This is an optimization exercise on Yosys and OpenROAD, whose aim is a short achievable clock period and few clock cycles per item, not a production implementation.
No activity file was given, so power comes from the tool's default toggle rates.

==> flow/design.v <==
module cpu (
   prog_addr, mem_control, equal, mem_addr, mem_data_in, request_rom,
   request_ram,
   clk, rst, opcode, ab_select, op_addr, mem_data_out
   );
input clk, rst;
input [3:0] opcode;
input ab_select;
input [7:0] op_addr;
input [7:0] mem_data_out;
output reg [11:0] prog_addr;
output reg mem_control;
output reg equal;
output reg [11:0] mem_addr;
output reg [7:0] mem_data_in;
output reg request_rom, request_ram;
localparam store = 4'b0100;
localparam load  = 4'b0011;
localparam add   = 4'b1001;
localparam sub   = 4'b1010;
localparam and_  = 4'b0010;
localparam or_   = 4'b0001;
localparam equal_op = 4'b0101;
localparam L = 4;        
localparam H = 8 - L;    
reg [L-1:0] a_lo, b_lo;
reg [H-1:0] a_hi, b_hi;
reg s1_w, s1_sel;                
reg s1_wa, s1_wb;                
reg s1_arith, s1_sub, s1_and, s1_or;
reg s2_wa, s2_wb;                
reg s2_la, s2_lb;                
reg s2_arith, s2_sub, s2_and, s2_or, s2_c;
reg st_pend, st_sel;
wire dv     = !equal && !st_pend;
wire is_ld  = (opcode == load);
wire is_st  = (opcode == store);
wire is_alu = (opcode == add) || (opcode == sub) || (opcode == and_) || (opcode == or_);
wire is_eq  = (opcode == equal_op);
wire hazard = dv && is_st && s1_w && (s1_sel == ab_select);
wire [L-1:0] a_lo_eff = s2_la ? mem_data_out[L-1:0] : a_lo;
wire [L-1:0] b_lo_eff = s2_lb ? mem_data_out[L-1:0] : b_lo;
wire [L-1:0] y_lo = b_lo_eff ^ {L{s1_sub}};
wire [L:0] sum_lo = {1'b0, a_lo_eff} + {1'b0, y_lo} + {{L{1'b0}}, s1_sub};
wire [L-1:0] r_lo = s1_arith ? sum_lo[L-1:0] :
                    s1_and   ? (a_lo_eff & b_lo_eff) : (a_lo_eff | b_lo_eff);
wire [L-1:0] a_lo_next = s1_wa ? r_lo : a_lo_eff;
wire [L-1:0] b_lo_next = s1_wb ? r_lo : b_lo_eff;
wire [H-1:0] y_hi = b_hi ^ {H{s2_sub}};
wire [H-1:0] sum_hi = a_hi + y_hi + {{(H-1){1'b0}}, s2_c};
wire [H-1:0] r_hi = s2_arith ? sum_hi :
                    s2_and   ? (a_hi & b_hi) : (a_hi | b_hi);
wire [H-1:0] a_hi_next = s2_la ? mem_data_out[7:L] : s2_wa ? r_hi : a_hi;
wire [H-1:0] b_hi_next = s2_lb ? mem_data_out[7:L] : s2_wb ? r_hi : b_hi;
wire st_r = st_pend ? st_sel : ab_select;
always @(posedge clk) begin
    mem_addr    <= st_pend ? mem_addr : {4'b0, op_addr};
    mem_data_in <= st_r ? {b_hi_next, b_lo_eff} : {a_hi_next, a_lo_eff};
    mem_control <= !st_pend && is_ld;
    s1_sel   <= ab_select;
    s1_arith <= opcode[3];
    s1_sub   <= opcode[3] && opcode[1];
    s1_and   <= opcode[1];
    s1_or    <= !opcode[3] && !opcode[1];
    s2_arith <= s1_arith;
    s2_sub   <= s1_sub;
    s2_and   <= s1_and;
    s2_or    <= s1_or;
    s2_c     <= sum_lo[L];
    st_sel   <= ab_select;
    if (!rst) begin
        prog_addr   <= 12'b0;
        request_rom <= 1'b1;
        request_ram <= 1'b0;
        equal <= 1'b0;
        a_lo <= 0;
        a_hi <= 0;
        b_lo <= 0;
        b_hi <= 0;
        s1_w  <= 1'b0;
        s1_wa <= 1'b0;
        s1_wb <= 1'b0;
        s2_wa <= 1'b0;
        s2_wb <= 1'b0;
        s2_la <= 1'b0;
        s2_lb <= 1'b0;
        st_pend <= 1'b0;
    end else begin
        prog_addr   <= hazard ? prog_addr : prog_addr + 12'd1;
        request_rom <= 1'b1;
        request_ram <= (dv && (is_ld || (is_st && !hazard))) || st_pend;
        equal <= equal || (dv && is_eq);
        a_lo <= a_lo_next;
        a_hi <= a_hi_next;
        b_lo <= b_lo_next;
        b_hi <= b_hi_next;
        s1_w  <= dv && (is_alu || is_ld);
        s1_wa <= dv && is_alu && !ab_select;
        s1_wb <= dv && is_alu &&  ab_select;
        s2_wa <= s1_wa;
        s2_wb <= s1_wb;
        s2_la <= s1_w && !s1_wa && !s1_wb && !s1_sel;
        s2_lb <= s1_w && !s1_wa && !s1_wb &&  s1_sel;
        st_pend <= hazard;
    end
end
endmodule
clock: 4.0 ns
lec_check: 0
abc_clock_period_in_ps: 1500
cap_margin: 20
core_margin: 2
core_utilization: 40
place_density: 0.6
setup_slack_margin: 2.4
slew_margin: 20
tns_end_percent: 100
run.sh (not shown) runs the stock make flow with config.mk's settings and CLKGATE_MAP_FILE= SYNTH_SCRIPT=/design/flow/synth_recipe.tcl, a recipe that flattens the netlist after the stock synthesis.
Edit:
--- a/flow/design.v
+++ b/flow/design.v
@@ -21,7 +21,7 @@
 localparam and_  = 4'b0010;
 localparam or_   = 4'b0001;
 localparam equal_op = 4'b0101;
-localparam L = 4;        
+localparam L = 3;        
 localparam H = 8 - L;    
 reg [L-1:0] a_lo, b_lo;
 reg [H-1:0] a_hi, b_hi;
After rerunning:
- routed wire length goes down by a few percent
- sequential share of layout area goes up by 0.80 points
- count of clock-buffer cells in the layout goes up by 1
- cell count goes down by a few percent
- fmax goes down by a few percent
- combinational power goes down by roughly a tenth
- core utilization goes down by 1.7 points
- via count goes down by a few percent
- global-route usage goes down by 0.81 points
- flip-flop and latch count stays the same
- area after synthesis goes up slightly
Function was not checked in any run of this note: the RTL went through the layout flow alone.

---

== main ==
Another version of the RTL of cpu (not shown whole).
Size in the first run: roughly 59 I/O pins, ~0.0040 sq mm of cells after synthesis.
==> module cpu, before the edit <==
module cpu (
   prog_addr, mem_control, equal, mem_addr, mem_data_in, request_rom,
   request_ram,
   clk, rst, opcode, ab_select, op_addr, mem_data_out
   );
input clk, rst;
input [3:0] opcode;
input ab_select;
input [7:0] op_addr;
input [7:0] mem_data_out;
output reg [11:0] prog_addr;
output reg mem_control;
output reg equal;
output reg [11:0] mem_addr;
output reg [7:0] mem_data_in;
output reg request_rom, request_ram;
localparam store = 4'b0100;
localparam load  = 4'b0011;
localparam add   = 4'b1001;
localparam sub   = 4'b1010;
localparam and_  = 4'b0010;
localparam or_   = 4'b0001;
localparam equal_op = 4'b0101;
localparam L = 3;        
localparam H = 8 - L;    
function [8:0] slice;    
    input [7:0] x, y;
    input cin, arith, sb, an;
    input integer w;
    reg [7:0] yy, g, t, u;
    reg [8:0] c;
    reg prod;
    integer i, j, k;
    begin
        yy = y ^ {8{sb}};
        g = x & yy;
        t = x | yy;
        c = 9'b0;
        c[0] = cin;
        for (i = 1; i <= 8; i = i + 1) begin
            prod = cin;
            for (j = 0; j < 8; j = j + 1)
                if (j < i) prod = prod & t[j];
            c[i] = prod;
            for (k = 0; k < 8; k = k + 1) begin
                if (k < i) begin
                    prod = g[k];
                    for (j = 0; j < 8; j = j + 1)
                        if (j > k && j < i) prod = prod & t[j];
                    c[i] = c[i] | prod;
                end
            end
        end
        u = arith ? ((x ^ {8{sb}}) ^ y) : (an ? (x & y) : (x | y));
        slice = 9'b0;
        slice[7:0] = u ^ (c[7:0] & {8{arith}});
        slice[8] = c[w];
    end
endfunction
reg [L-1:0] a_lo, b_lo;
reg [H-1:0] a_hi, b_hi;
reg s1_wa, s1_wb, s1_la, s1_lb, s1_arith, s1_sub, s1_and, s1_fwd;
reg s2_wa, s2_wb, s2_arith, s2_sub, s2_and, s2_c;
reg s2_la_bus, s2_lb_bus;    
reg s2_la_fwd, s2_lb_fwd;    
reg [7:0] fwd_data;
reg sb_v, sb_new, sb_sel;
reg [7:0] sb_addr, sb_data;
wire dv     = !equal;
wire is_ld  = dv && (opcode == load);
wire is_st  = dv && (opcode == store);
wire is_alu = dv && ((opcode == add) || (opcode == sub) || (opcode == and_) || (opcode == or_));
wire is_eq  = dv && (opcode == equal_op);
wire [L-1:0] a_lo_old = s2_la_fwd ? fwd_data[L-1:0] : a_lo;
wire [L-1:0] b_lo_old = s2_lb_fwd ? fwd_data[L-1:0] : b_lo;
wire [L-1:0] a_lo_eff = s2_la_bus ? mem_data_out[L-1:0] : a_lo_old;
wire [L-1:0] b_lo_eff = s2_lb_bus ? mem_data_out[L-1:0] : b_lo_old;
wire [8:0] lo = slice({{H{1'b0}}, a_lo_eff}, {{H{1'b0}}, b_lo_eff}, s1_sub, s1_arith, s1_sub, s1_and, L);
wire [L-1:0] r_lo = lo[L-1:0];
wire [L-1:0] a_lo_next = s1_wa ? r_lo : a_lo_eff;
wire [L-1:0] b_lo_next = s1_wb ? r_lo : b_lo_eff;
wire [8:0] hi = slice({{L{1'b0}}, a_hi}, {{L{1'b0}}, b_hi}, s2_c, s2_arith, s2_sub, s2_and, H);
wire [H-1:0] r_hi = hi[H-1:0];
wire [H-1:0] bus_hi = mem_data_out[7:L];
wire a_keep = !s2_wa && !s2_la_bus;
wire b_keep = !s2_wb && !s2_lb_bus;
wire [H-1:0] a_hi_k = s2_la_fwd ? fwd_data[7:L] : a_hi;
wire [H-1:0] b_hi_k = s2_lb_fwd ? fwd_data[7:L] : b_hi;
wire [H-1:0] a_hi_next = ({H{s2_wa}} & r_hi) | ({H{s2_la_bus}} & bus_hi) | ({H{a_keep}} & a_hi_k);
wire [H-1:0] b_hi_next = ({H{s2_wb}} & r_hi) | ({H{s2_lb_bus}} & bus_hi) | ({H{b_keep}} & b_hi_k);
wire st_r   = sb_new && (sb_sel ? s2_wb : s2_wa);
wire st_bus = sb_new && (sb_sel ? s2_lb_bus : s2_la_bus);
wire st_k   = !st_r && !st_bus;
wire [H-1:0] st_hi_k = !sb_new ? sb_data[7:L] : sb_sel ? b_hi_k : a_hi_k;
wire [H-1:0] sb_cur_hi = ({H{st_r}} & r_hi) | ({H{st_bus}} & bus_hi) | ({H{st_k}} & st_hi_k);
wire [L-1:0] sb_cur_lo = !sb_new ? sb_data[L-1:0] : sb_sel ? b_lo_eff : a_lo_eff;
wire [7:0] sb_cur = {sb_cur_hi, sb_cur_lo};
wire sb_issue = sb_v && !is_ld;
always @(posedge clk) begin
    mem_addr    <= {4'b0, is_ld ? op_addr : sb_addr};
    mem_control <= is_ld;
    mem_data_in <= sb_cur;
    sb_data     <= sb_cur;
    if (is_st) begin
        sb_addr <= op_addr;
        sb_sel  <= ab_select;
    end
    s1_arith <= opcode[3];
    s1_sub   <= opcode[3] && opcode[1];
    s1_and   <= opcode[1];
    s2_arith <= s1_arith;
    s2_sub   <= s1_sub;
    s2_and   <= s1_and;
    s2_c     <= lo[8];
    fwd_data <= sb_data;
    if (!rst) begin
        prog_addr   <= 12'b0;
        request_rom <= 1'b1;
        request_ram <= 1'b0;
        equal <= 1'b0;
        a_lo <= 0;
        a_hi <= 0;
        b_lo <= 0;
        b_hi <= 0;
        s1_wa <= 1'b0;
        s1_wb <= 1'b0;
        s1_la <= 1'b0;
        s1_lb <= 1'b0;
        s1_fwd <= 1'b0;
        s2_wa <= 1'b0;
        s2_wb <= 1'b0;
        s2_la_bus <= 1'b0;
        s2_lb_bus <= 1'b0;
        s2_la_fwd <= 1'b0;
        s2_lb_fwd <= 1'b0;
        sb_v   <= 1'b0;
        sb_new <= 1'b0;
    end else begin
        prog_addr   <= prog_addr + 12'd1;
        request_rom <= 1'b1;
        request_ram <= is_ld || sb_v;
        equal <= equal || is_eq;
        a_lo <= a_lo_next;
        a_hi <= a_hi_next;
        b_lo <= b_lo_next;
        b_hi <= b_hi_next;
        s1_wa <= is_alu && !ab_select;
        s1_wb <= is_alu &&  ab_select;
        s1_la <= is_ld && !ab_select;
        s1_lb <= is_ld &&  ab_select;
        s1_fwd <= is_ld && sb_v && (op_addr == sb_addr);
        s2_wa <= s1_wa;
        s2_wb <= s1_wb;
        s2_la_bus <= s1_la && !s1_fwd;
        s2_lb_bus <= s1_lb && !s1_fwd;
        s2_la_fwd <= s1_la &&  s1_fwd;
        s2_lb_fwd <= s1_lb &&  s1_fwd;
        sb_v   <= is_st || (sb_v && is_ld);
        sb_new <= is_st;
    end
end
endmodule
clock: 4.0 ns
lec_check: 0
abc_clock_period_in_ps: 1500
cap_margin: 20
core_margin: 2
core_utilization: 40
place_density: 0.6
setup_slack_margin: 2.4
slew_margin: 20
tns_end_percent: 100
The inputs of the feature branch differ from those of main as listed below.
diff --git a/flow/design.v b/flow/design.v
--- a/flow/design.v
+++ b/flow/design.v
@@ -21,39 +21,39 @@
 localparam and_  = 4'b0010;
 localparam or_   = 4'b0001;
 localparam equal_op = 4'b0101;
-localparam L = 3;        
+localparam L = 2;        
 localparam H = 8 - L;    
 function [8:0] slice;    
     input [7:0] x, y;
     input cin, arith, sb, an;
     input integer w;
-    reg [7:0] yy, g, t, u;
+    reg [7:0] yy, p, g, t;
     reg [8:0] c;
     reg prod;
     integer i, j, k;
     begin
         yy = y ^ {8{sb}};
-        g = x & yy;
-        t = x | yy;
+        p = x ^ yy;
+        g = x & yy & {8{arith}};
+        t = arith ? p : (an ? (x & y) : (x | y));
         c = 9'b0;
         c[0] = cin;
         for (i = 1; i <= 8; i = i + 1) begin
             prod = cin;
             for (j = 0; j < 8; j = j + 1)
-                if (j < i) prod = prod & t[j];
+                if (j < i) prod = prod & p[j];
             c[i] = prod;
             for (k = 0; k < 8; k = k + 1) begin
                 if (k < i) begin
                     prod = g[k];
                     for (j = 0; j < 8; j = j + 1)
-                        if (j > k && j < i) prod = prod & t[j];
+                        if (j > k && j < i) prod = prod & p[j];
                     c[i] = c[i] | prod;
                 end
             end
         end
-        u = arith ? ((x ^ {8{sb}}) ^ y) : (an ? (x & y) : (x | y));
         slice = 9'b0;
-        slice[7:0] = u ^ (c[7:0] & {8{arith}});
+        slice[7:0] = t ^ c[7:0];
         slice[8] = c[w];
     end
 endfunction
@@ -81,26 +81,18 @@
 wire [L-1:0] b_lo_next = s1_wb ? r_lo : b_lo_eff;
 wire [8:0] hi = slice({{L{1'b0}}, a_hi}, {{L{1'b0}}, b_hi}, s2_c, s2_arith, s2_sub, s2_and, H);
 wire [H-1:0] r_hi = hi[H-1:0];
-wire [H-1:0] bus_hi = mem_data_out[7:L];
-wire a_keep = !s2_wa && !s2_la_bus;
-wire b_keep = !s2_wb && !s2_lb_bus;
-wire [H-1:0] a_hi_k = s2_la_fwd ? fwd_data[7:L] : a_hi;
-wire [H-1:0] b_hi_k = s2_lb_fwd ? fwd_data[7:L] : b_hi;
-wire [H-1:0] a_hi_next = ({H{s2_wa}} & r_hi) | ({H{s2_la_bus}} & bus_hi) | ({H{a_keep}} & a_hi_k);
-wire [H-1:0] b_hi_next = ({H{s2_wb}} & r_hi) | ({H{s2_lb_bus}} & bus_hi) | ({H{b_keep}} & b_hi_k);
-wire st_r   = sb_new && (sb_sel ? s2_wb : s2_wa);
-wire st_bus = sb_new && (sb_sel ? s2_lb_bus : s2_la_bus);
-wire st_k   = !st_r && !st_bus;
-wire [H-1:0] st_hi_k = !sb_new ? sb_data[7:L] : sb_sel ? b_hi_k : a_hi_k;
-wire [H-1:0] sb_cur_hi = ({H{st_r}} & r_hi) | ({H{st_bus}} & bus_hi) | ({H{st_k}} & st_hi_k);
-wire [L-1:0] sb_cur_lo = !sb_new ? sb_data[L-1:0] : sb_sel ? b_lo_eff : a_lo_eff;
-wire [7:0] sb_cur = {sb_cur_hi, sb_cur_lo};
+wire [H-1:0] a_hi_old = s2_la_fwd ? fwd_data[7:L] : s2_wa ? r_hi : a_hi;
+wire [H-1:0] b_hi_old = s2_lb_fwd ? fwd_data[7:L] : s2_wb ? r_hi : b_hi;
+wire [H-1:0] a_hi_next = s2_la_bus ? mem_data_out[7:L] : a_hi_old;
+wire [H-1:0] b_hi_next = s2_lb_bus ? mem_data_out[7:L] : b_hi_old;
+wire [7:0] st_live = sb_sel ? {b_hi_next, b_lo_eff} : {a_hi_next, a_lo_eff};
+wire [7:0] sb_cur  = sb_new ? st_live : sb_data;
 wire sb_issue = sb_v && !is_ld;
 always @(posedge clk) begin
     mem_addr    <= {4'b0, is_ld ? op_addr : sb_addr};
     mem_control <= is_ld;
     mem_data_in <= sb_cur;
-    sb_data     <= sb_cur;
+    if (sb_new) sb_data <= st_live;
     if (is_st) begin
         sb_addr <= op_addr;
         sb_sel  <= ab_select;
Delta (the feature branch minus main): relative max-transition margin went down by 5.8 points; sequential fraction of total cell area went up 2.4 points; final critical-path required period higher.
Global-route usage: the feature branch > main
Post-route non-filler standard cell count for the feature branch is lower than for main.
main vs the feature branch, last element of the critical path: a_hi[3] vs mem_data_in[7]
The final worst-path setup slack of the feature branch was inferior to that of main.
Delta (the feature branch minus main): portion of total power attributed to the clock network moved down, largest net degree at the start of global routing moved down, detailed route wirelength on metal2 moved down, portion of the clock cycle consumed by the worst path in the final layout moved up.
Cmp the feature branch and main / sequential power share / lower: main
No run of this note included a check of the RTL's function; only the layout flow was run.

## afterwards: timing with drivers on the ports
The results above use ideal ports. As a check the final layouts listed here were re-extracted and re-timed, cells and wires unchanged.
Step 1 assumes that a clkbuf_16 drives the clock port and a buf_2 every other input.
Step 2 also shifts input and output timing later by t, the mid clock arrival at the registers, as if the neighbouring blocks saw the same clock.
a / b / c = ideal / step 1 / step 2; a / b = the first two.
| run | t, ns | slack for setup (ns) | worst setup path at the end |
|---|---|---|---|
| the first run of note 1 | 0.357 | 1.970 / 1.970 / 1.683 | input to register |
| the second run of note 1 | 0.362 | 1.872 / 1.872 / 1.714 | input to register |
| main | 0.383 | 2.135 / 2.135 / 1.894 | input to register |
| the feature branch | 0.381 | 1.776 / 1.776 / 1.735 | input to register |
After both steps every run listed still meets setup and hold. For the first run of note 1, which loses most, drivers alone change the setup slack by 0.000 ns; drivers and shift together by -0.287 ns.
